This design comes from an exercise in tuning for small area on the open sky130 flow, not from production work.
Only simulation tests tie the RTL to the original design; equivalence was not proved.
No activity file was given, so power comes from the tool's default toggle rates.

==> flow/design.v <==
`timescale 1ns / 1ps
module Clockslow(
    input clk,
    input rst,
    output tick
    );
    integer num;
always @(posedge clk or posedge rst) begin
    if (rst)
        num <= 0;
    else if (num == 62_500)begin
        num <= 0;
    end
    else
        num <= num + 1;
end
assign tick = (num == 62_500);
endmodule
`timescale 1ns / 1ps
module debouncer(
    input btn,
    input clk,
    input rst,
    input en,
    output wire btnsig
    );
    reg q0, q1, q2;
    always @(posedge clk or posedge rst)begin
        if (rst) begin
            q0 <= 1'b0;
            q1 <= 1'b0;
            q2 <= 1'b0;
        end
        else if (en) begin
            q0 <= btn;
            q1 <= q0;
            q2 <= q1;
        end
    end
    assign btnsig = q2;
endmodule
 	`timescale 1ns / 1ps
module vga_controller(
    input clk_100MHz,    
    input reset,         
    output video_on,     
    output hsync,        
    output vsync,        
    output [9:0] x,      
    output [9:0] y       
    );
    parameter HD = 640;              
    parameter HF = 48;               
    parameter HB = 16;               
    parameter HR = 96;               
    parameter HMAX = HD+HF+HB+HR-1;  
    parameter VD = 480;              
    parameter VF = 10;               
    parameter VB = 33;               
    parameter VR = 2;                
    parameter VMAX = VD+VF+VB+VR-1;  
    reg [9:0] h_count_reg, h_count_next;
    reg [9:0] v_count_reg, v_count_next;
    reg v_sync_reg, h_sync_reg;
    wire v_sync_next, h_sync_next;
    always @(posedge clk_100MHz or posedge reset)
        if(reset) begin
            v_count_reg <= 0;
            h_count_reg <= 0;
            v_sync_reg  <= 1'b0;
            h_sync_reg  <= 1'b0;
        end
        else begin
            v_count_reg <= v_count_next;
            h_count_reg <= h_count_next;
            v_sync_reg  <= v_sync_next;
            h_sync_reg  <= h_sync_next;
        end
    always @(posedge clk_100MHz or posedge reset)       
        if(reset)
            h_count_next <= 0;
        else
            if(h_count_next == HMAX)                  
                h_count_next <= 0;
            else
                h_count_next <= h_count_next + 1;         
    always @(posedge clk_100MHz or posedge reset)
        if(reset)
            v_count_next <= 0;
        else
            if(h_count_next == HMAX)                  
                if((v_count_next == VMAX))            
                    v_count_next <= 0;
                else
                    v_count_next <= v_count_next + 1;
    assign h_sync_next = (h_count_reg >= (HD+HB) && h_count_reg <= (HD+HB+HR-1));
    assign v_sync_next = (v_count_reg >= (VD+VB) && v_count_reg <= (VD+VB+VR-1));
    assign video_on = (h_count_reg < HD) && (v_count_reg < VD);  
    assign hsync  = h_sync_reg;
    assign vsync  = v_sync_reg;
    assign x      = h_count_reg;
    assign y      = v_count_reg;
endmodule
module displaycontrol(
input clk_100MHz,
input btnL,
input btnR,
input rst,  
input video_on,
input [9:0] x,
input [9:0] y,
output reg[11:0] rgb
);
    parameter xmax = 639;
    parameter ymax = 479;
    wire refresh_tick;
    assign refresh_tick = ((y >= 481) && (y <= 488) && (x == 0)) ? 1 : 0;  
    parameter wall_height = 45;
    parameter goal_left = 259;
    parameter goal_right = 379;
    reg [9:0] padleftnext, pad_left;
    parameter pad_width = 100;
    parameter pad_top = 400;
    parameter pad_bot = 410;
    parameter pad_speed = 2;
    reg [9:0] gkleftnext, gk_left;
    parameter gk_width = 30;
    parameter gk_top = 40;
    parameter gk_bot = 70;
    parameter gk_speed = 1;
    reg gk_direction;
    reg [9:0] ballnextl, ball_left;
    reg [9:0] balltopnext, ball_top;
    parameter ball_size = 12;
    reg h_ball;
    reg v_ball;
    reg h_ball_next, v_ball_next;
    parameter ball_speed_h = 1;
    parameter ball_speed_v = 3;
    wire [9:0] ball_l, ball_r, ball_t, ball_b; 
    wire [9:0] pad_l, pad_r;
    wire [9:0] gk_l, gk_r;
    wire wall_on, ball_on, gk_on, pad_on;
    wire bounds;
    assign bounds = ((ball_b <= 0) || (ball_t >= ymax)) ? 1 : 0;
   assign ball_l = ball_left;
   assign ball_r = ball_left + ball_size;
   assign ball_t = ball_top;
   assign ball_b = ball_top + ball_size; 
   assign pad_l = pad_left;
   assign pad_r = pad_left + pad_width; 
   assign gk_l = gk_left;
   assign gk_r = gk_left + gk_width;
  assign wall_on = (y <= wall_height && ((x <= goal_left) || (x >= goal_right))) ? 1 : 0;
  assign ball_on = ((y <= ball_b) && (y >= ball_t) && (x <= ball_r) && (x >= ball_l)) ? 1 : 0;
  assign gk_on = ((y <= gk_bot) && (y >= gk_top) && (x <= gk_r) && (x >= gk_l)) ? 1 : 0;
  assign pad_on = ((y <= pad_bot) && (y >= pad_top) && (x <= pad_r) && (x >= pad_l)) ? 1 : 0;
    always @(posedge clk_100MHz or posedge rst)begin
        if (rst)begin
            pad_left <= 10'd269;
            gk_left <= 10'd304;
            ball_left <= xmax/2;
            ball_top <= ymax/2;
            h_ball <= 1;
            v_ball <= 1;
        end
        else if (bounds)begin
            ball_left <= xmax/2;
            ball_top <= ymax/2;
            h_ball <= ~h_ball;
            v_ball <= 0;
        end
        else begin
            pad_left <= padleftnext;
            gk_left <= gkleftnext;
            ball_left <= ballnextl;
            ball_top <= balltopnext;
            h_ball <= h_ball_next;
            v_ball <= v_ball_next;
        end     
    end
    always @(*)begin 
        padleftnext = pad_left;        
        if (refresh_tick)begin                 
                if (btnR && (pad_left <= 537))                    
                        padleftnext = pad_left + pad_speed;
                else if (btnR && (pad_left > 537))
                        padleftnext = 539;
                else if (btnL && (pad_left >= 2))
                    padleftnext = pad_left - pad_speed;
                else if (btnL & (pad_left < 2))
                    padleftnext = 0;                    
        end
    end    
    reg gk_dir_new;
    always @(*)begin
            gk_dir_new = gk_direction;
            if (gk_l <= goal_left & (gk_direction == 1))
                gk_dir_new = 0;
            else if (gk_r >= goal_right & (gk_direction == 0))
                gk_dir_new = 1;
    end
    always @(posedge clk_100MHz or posedge rst)begin 
        if (rst) begin
            gk_direction <= 0;
            gkleftnext <= 10'd304;
        end
        else begin
            if (refresh_tick) begin
                gk_direction <= gk_dir_new;
                if (gk_dir_new == 0)
                    gkleftnext <= gk_left + gk_speed;
                else
                    gkleftnext <= gk_left - gk_speed;        
            end
        end
    end
    reg h_ball_new, v_ball_new;
    reg [9:0] ballnextl_new, balltopnext_new;
    always @(*)begin  
         h_ball_new = h_ball;
         v_ball_new = v_ball;
        if (ball_t <= wall_height && ((ball_l <= goal_left) || (ball_r >= goal_right)))begin
            v_ball_new = 0;
        end
        if (ball_l <= 0)
            h_ball_new = 0;
        if  (ball_r >= xmax)
            h_ball_new = 1;
        if ((ball_t <= gk_bot) && (ball_b >= gk_top) && (ball_l <= gk_r) && (ball_r >= gk_l))begin
            v_ball_new = 0;
        end
        if ((ball_b >= pad_top) && (ball_t <= pad_bot) && (ball_l <= pad_r) && (ball_r >= pad_l))begin
            v_ball_new = 1;
            if((ball_left + 6) <= (pad_l + 50))
                h_ball_new = 1;
            else
                h_ball_new = 0;
        end
        if (h_ball == 0)
            ballnextl_new = ball_left + ball_speed_h;
        else
            ballnextl_new = ball_left - ball_speed_h;    
        if (v_ball == 0)
            balltopnext_new = ball_top + ball_speed_v;   
        else
            balltopnext_new = ball_top - ball_speed_v;
    end
    always @(posedge clk_100MHz or posedge rst)begin
        if (rst) begin
            ballnextl <= xmax/2;
            balltopnext <= ymax/2;
            h_ball_next <= 1;
            v_ball_next <= 1;
        end
        else if (bounds) begin  
            ballnextl <= xmax/2;
            balltopnext <= ymax/2;
            h_ball_next <= ~h_ball;
            v_ball_next <= 0;
        end
        else if (refresh_tick) begin
            ballnextl <= ballnextl_new;
            balltopnext <= balltopnext_new;
            h_ball_next <= h_ball_new;
            v_ball_next <= v_ball_new;
        end
    end
    always @(*) begin  
        if (~video_on)            
            rgb = 12'h000;
        else begin
            if (ball_on)
                rgb = 12'hFFF;
            else if (wall_on)
                rgb = 12'h444;            
           else if (gk_on)
                rgb = 12'h22F;
           else if (pad_on)
                rgb = 12'hFFF;            
            else
                rgb = 12'h0E1;
        end      
    end
 endmodule
`timescale 1ns / 1ps
module top(
input btnL,
input btnR,
input rst,
input clk,
output [11:0] rgb,
output hsync,
output vsync
    );
wire btnLsig, btnRsig;
reg [11:0] rgbreg;
wire [11:0] rgbnext;
wire [9:0] x_out, y_out;
wire slow_tick, vid_on;
Clockslow cs(
    .clk(clk),
    .rst(rst),
    .tick(slow_tick));
vga_controller vgacon(
    .clk_100MHz(clk),
    .reset(rst),        
    .video_on(vid_on),   
    .hsync(hsync),       
    .vsync(vsync),
    .x(x_out),
    .y(y_out)
    );      
debouncer d1(
    .btn(btnL),
    .clk(clk),
    .rst(rst),
    .en(slow_tick),
    .btnsig(btnLsig)
    );
debouncer d0(
    .btn(btnR),
    .clk(clk),
    .rst(rst),
    .en(slow_tick),
    .btnsig(btnRsig)
    );
displaycontrol dc(
    .clk_100MHz(clk),
    .btnL(btnLsig),
    .btnR(btnRsig),
    .rst(rst),
    .video_on(vid_on),
    .x(x_out),
    .y(y_out),
    .rgb(rgbnext));
always @(posedge clk)begin
    rgbreg <= rgbnext;
end
assign rgb = rgbreg;
endmodule
==> flow/run.sh <==
#!/bin/bash
# synth_recipe.tcl (not shown) runs the flow's synth.tcl, then flattens the netlist and writes it again
# the make line also repeats each setting of config.mk as NAME=value (left out here)
make -C /OpenROAD-flow-scripts/flow DESIGN_CONFIG=/design/flow/config.mk WORK_HOME=/design/flow/orfs CLKGATE_MAP_FILE= SYNTH_SCRIPT=/design/flow/synth_recipe.tcl finish
==> flow/config.mk <==
export PLATFORM = sky130hd
export DESIGN_NAME = top
export DESIGN_NICKNAME = top
export VERILOG_FILES = /design/flow/design.v
export SDC_FILE = /design/flow/constraint.sdc
export NUM_CORES = 4
export LEC_CHECK = 0
export CAP_MARGIN = 20
export CORE_MARGIN = 2
export CORE_UTILIZATION = 40
export SLEW_MARGIN = 20
==> flow/constraint.sdc <==
create_clock -name core_clock -period 10.0 [get_ports {clk}]
set_input_delay 2.0000 -clock core_clock [delete_from_list [all_inputs] [get_ports {clk}]]
set_output_delay 2.0000 -clock core_clock [all_outputs]
set_load 0.01 [all_outputs]
==> reports/results.tsv <==
stage	metric	value	unit
place	gp_congestion	0.877	
synthesis	synth.most_common_cell	ha_1	
clock_network	numCtsBuffers	17	
clock_network	ctsHoldBuffers	0	
place	place_inst	1649	
detailed_routing	drc	0	
timing	rsz0062_at_grt	false	
finish	layout.cells.non_filler	1681	
min_path	whs_path_depth	0	
die	core	28900	µm²
min_path	min_path_type	register to register	
min_path	min_from	vgacon.h_count_next[1]$_DFF_PP0_	
die	die_w	176	µm
clock_network	root_buffer	clkbuf_16	
die	start_util	0.408	
global_route	overflow	0	
place	portBuffers	17	
global_route	use_met3	0.0329	
detailed_routing	drt_iter0_drc	656	
clock_network	cts_tree	built	
setup_path	crit_path_end_kind	register	
global_route	grt.met2_usage	0.296	
synthesis	synth.area.top_cells	dfrtp_1 (24%), ha_1 (18%), dfstp_2 (9.4%), xnor2_1 (5.1%), nand2_1 (3.3%)	
setup_path	rr_endpoint	dc.gkleftnext[9]$_DFFE_PP0P_	
timing	finalWorstSetupSlack	5.46	ns
global_route	grt_pass1_vias	8874	
synthesis	synth_cells	1279	
setup_path	worstPathMaxFanout	10	
synthesis	yosysWarnings	5	
timing	fin_skew	0.0155	ns
synthesis	ys_seq_elements	162	
synthesis	synthFlopType	dfrtp_1	
synthesis	yosysTopAreaCell	dfrtp_1	
detailed_routing	dr_total_vias	9463	
die	dieHeight	176	µm
synthesis	syn-num-nets	1451	
finish	fin_nets	1456	
detailed_routing	wl_per_cell	17.0	µm
synthesis	synth.avg_cell_area	9.20	µm²
clock_network	clock_path_buffers	2	
timing	hold_violations	0	
synthesis	synthTopCellsByCount	ha_1 (165), dfrtp_1 (113), nand2_1 (104)	
global_route	grt.busiest_layer	met2	
global_route	grt_max_degree	87	
synthesis	synth_edf_count	0	
power_and_ir_drop	p_leak	0.00567	µW
clock_network	clk_pin_slew	0.07	ns
timing	tightestPinTransition	0.964	ns
synthesis	synth_area	11800	µm²
detailed_routing	postRouteAntennaNets	0	
clock_network	clkLatencyLatePin	0.44	ns
setup_path	cp-start-kind	register	
synthesis	seq_area_frac_synth	0.346	
timing	finalSetupTns	0	ns
finish	largest_register	cs.num	
detailed_routing	routed_via_density	5.63	
global_route	grt.total_usage	0.192	
finish	diodes	0	
detailed_routing	dr.pass1.iters	5	
setup_path	rr_worst_depth	15	
setup_path	crit_arrival	4.84	ns
timing	fin_crit	4.54	ns
outcome	run_status	timing/DRC/antenna clean	
clock_network	post_cts_buffers	0	
finish	area_delta_synth_final	9.85	%
place	dp_hpwl	20.9	mm
die	io_pins	18	
power_and_ir_drop	total_power	1350	µW
die	core.rowCount	62	
finish	fill_cells	2825	
clock_network	clock-sinks	162	
synthesis	netlist.area_leader.share	0.240	
setup_path	reg2reg_slack	5.46	ns
flow_run	cap_viol_max_count	0	
clock_network	post_cts_resized	0	
setup_path	path_class	register to register	
timing	fin_crit_sh	0.454	
global_route	antenna_found_initial	0	
setup_path	reg2reg_from	dc.gk_left[1]$_DFFE_PP0N_	
timing	fmax	220	MHz
power_and_ir_drop	cellPowerDensity	105	nW/µm²
finish	largest_reg_flops	32	
place	post-place-ws	5.53	ns
timing	finalSetupViolations	0	
die	die_area	30800	µm²
min_path	min_to	vgacon.h_count_reg[1]$_DFF_PP0_	
synthesis	ys_async_sr_fraction	0.957	
detailed_routing	finalWirelength	28.5	mm
power_and_ir_drop	peakVddDrop	88.9	µV
setup_path	critPathRequiredTime	10.30	ns
timing	drv_slew	0	
timing	slew_headroom	0.358	
clock_network	htree_num_levels	4	
synthesis	ys_types	80	
global_route	gr-usage-met1	0.277	
global_route	grt_pass1_wl	47.3	mm
finish	drive_gt1_frac	0.0817	
==> routing by layer <==
layer	vias up	part of all wire
met5	-	0
met4	0	0.017
met3	38	0.043
met2	171	0.45
met1	4579	0.49
li1	4675	-
==> metrics by stage <==
stage | instance area [µm²] | utilization | hold slack, ns
final | 12900 | 0.448 | 0.435
after detailed placement | 12300 | 0.427 | 0.414
after global placement | 12300 | 0.427 | 0.413
after floorplan | 11800 | - | 0.380
after CTS | 12900 | 0.448 | 0.441
after global routing | 12900 | 0.448 | 0.454
==> how the worst max path moves through the flow <==
| stage | slack (ns) | to | from |
|---|---|---|---|
| floorplan | 3.89 | cs.num[0]$_DFF_PP0_ | rst |
| global placement | 5.60 | dc.gkleftnext[9]$_DFFE_PP0P_ | dc.gk_left[1]$_DFFE_PP0N_ |
| detailed placement | 5.53 | dc.gkleftnext[9]$_DFFE_PP0P_ | dc.gk_left[1]$_DFFE_PP0N_ |
| CTS | 5.51 | dc.gkleftnext[9]$_DFFE_PP0P_ | dc.gk_left[1]$_DFFE_PP0N_ |
| global route | 5.15 | dc.gkleftnext[9]$_DFFE_PP0P_ | dc.gk_left[1]$_DFFE_PP0N_ |
| finish | 5.46 | dc.gkleftnext[9]$_DFFE_PP0P_ | dc.gk_left[1]$_DFFE_PP0N_ |
==> critical path: stages (launching register included) <==
cell and delay (ns):
dfrtp_1 0.50, inv_1 0.16, ha_1 0.28, or3b_1 0.25, or4b_1 0.45, o311ai_1 0.11
a31oi_1 0.11, a21oi_1 0.79, ha_1 0.37, a21o_1 0.20, a41oi_1 0.21, o21ai_0 0.16
o31ai_1 0.39, o21ai_0 0.19, xor2_1 0.16, o21ai_1 0.08
==> placed cells by master (no fill, tap or decap), types with 13 or more instances in the layout <==
master           count
a21o_1              24
nand2_1            104
dfrtp_1            113
dfstp_2             42
nand2b_1            32
nor2b_1             13
a31oi_1             17
clkdlybuf4s50_1     17
clkbuf_16           17
inv_1               67
nand3_1             45
o211ai_1            21
nand4_1             25
nor2_1              85
xnor2_1             69
nor3_1              25
xor2_1              33
a211oi_1            13
a21oi_1             77
ha_1               165
and3_1              17
nor4_1              17
o21ai_0             74
==> area by class of cell <==
class | instances | area, µm² | area share
multi-input combinational | 1011 | 7290 | 0.564
sequential | 162 | 4070 | 0.315
tap | 384 | 480 | 0.0372
clock buffer | 19 | 443 | 0.0343
inverter | 70 | 268 | 0.0207
timing repair buffer | 22 | 208 | 0.0161
clock inverter | 13 | 168 | 0.0130
==> logic make-up (layout without fill, tap and decap cells) <==
logic type,count (synthesis),in the layout,synth area share
compound gates,308,308,0.166
simple gates,422,422,0.185
xor+xnor,102,102,0.0759
fa+ha+maj,168,168,0.181
flops,162,162,0.346
mux,11,11,0.00999
buf+inv,106,124,0.0366
==> where the power goes <==
part	switching [µW]	leakage, µW	total, µW	internal, µW
clock network	300	0.000302	685	386
logic	12.3	0.00334	13.7	1.40
registers	0	0.00203	655	655
total	312	0.00567	1350	1040

==> afterwards: timing with drivers on the ports <==
Ports are ideal in the flow. The routed layout listed here was re-timed in OpenROAD. Step 1 assumes that a clkbuf_16 drives the clock port and a buf_2 every other input. Step 2 also shifts input and output timing later by t, the mid clock arrival at the registers, as if the neighbouring blocks saw the same clock. Slacks: no drivers / after step 1 / after step 2; pairs: no drivers / after step 1.
t, ns: 0.487
setup WS [ns]: 5.459 / 5.459 / 5.459
worst setup path at the end: register to register
worst register clock-pin slew, ns: 0.08 / 0.08
worst data-port slew with drivers (ns): 0.03
After both steps this run still meets setup and hold. For this run, drivers alone change the setup slack by 0.000 ns; drivers and shift together by 0.000 ns.
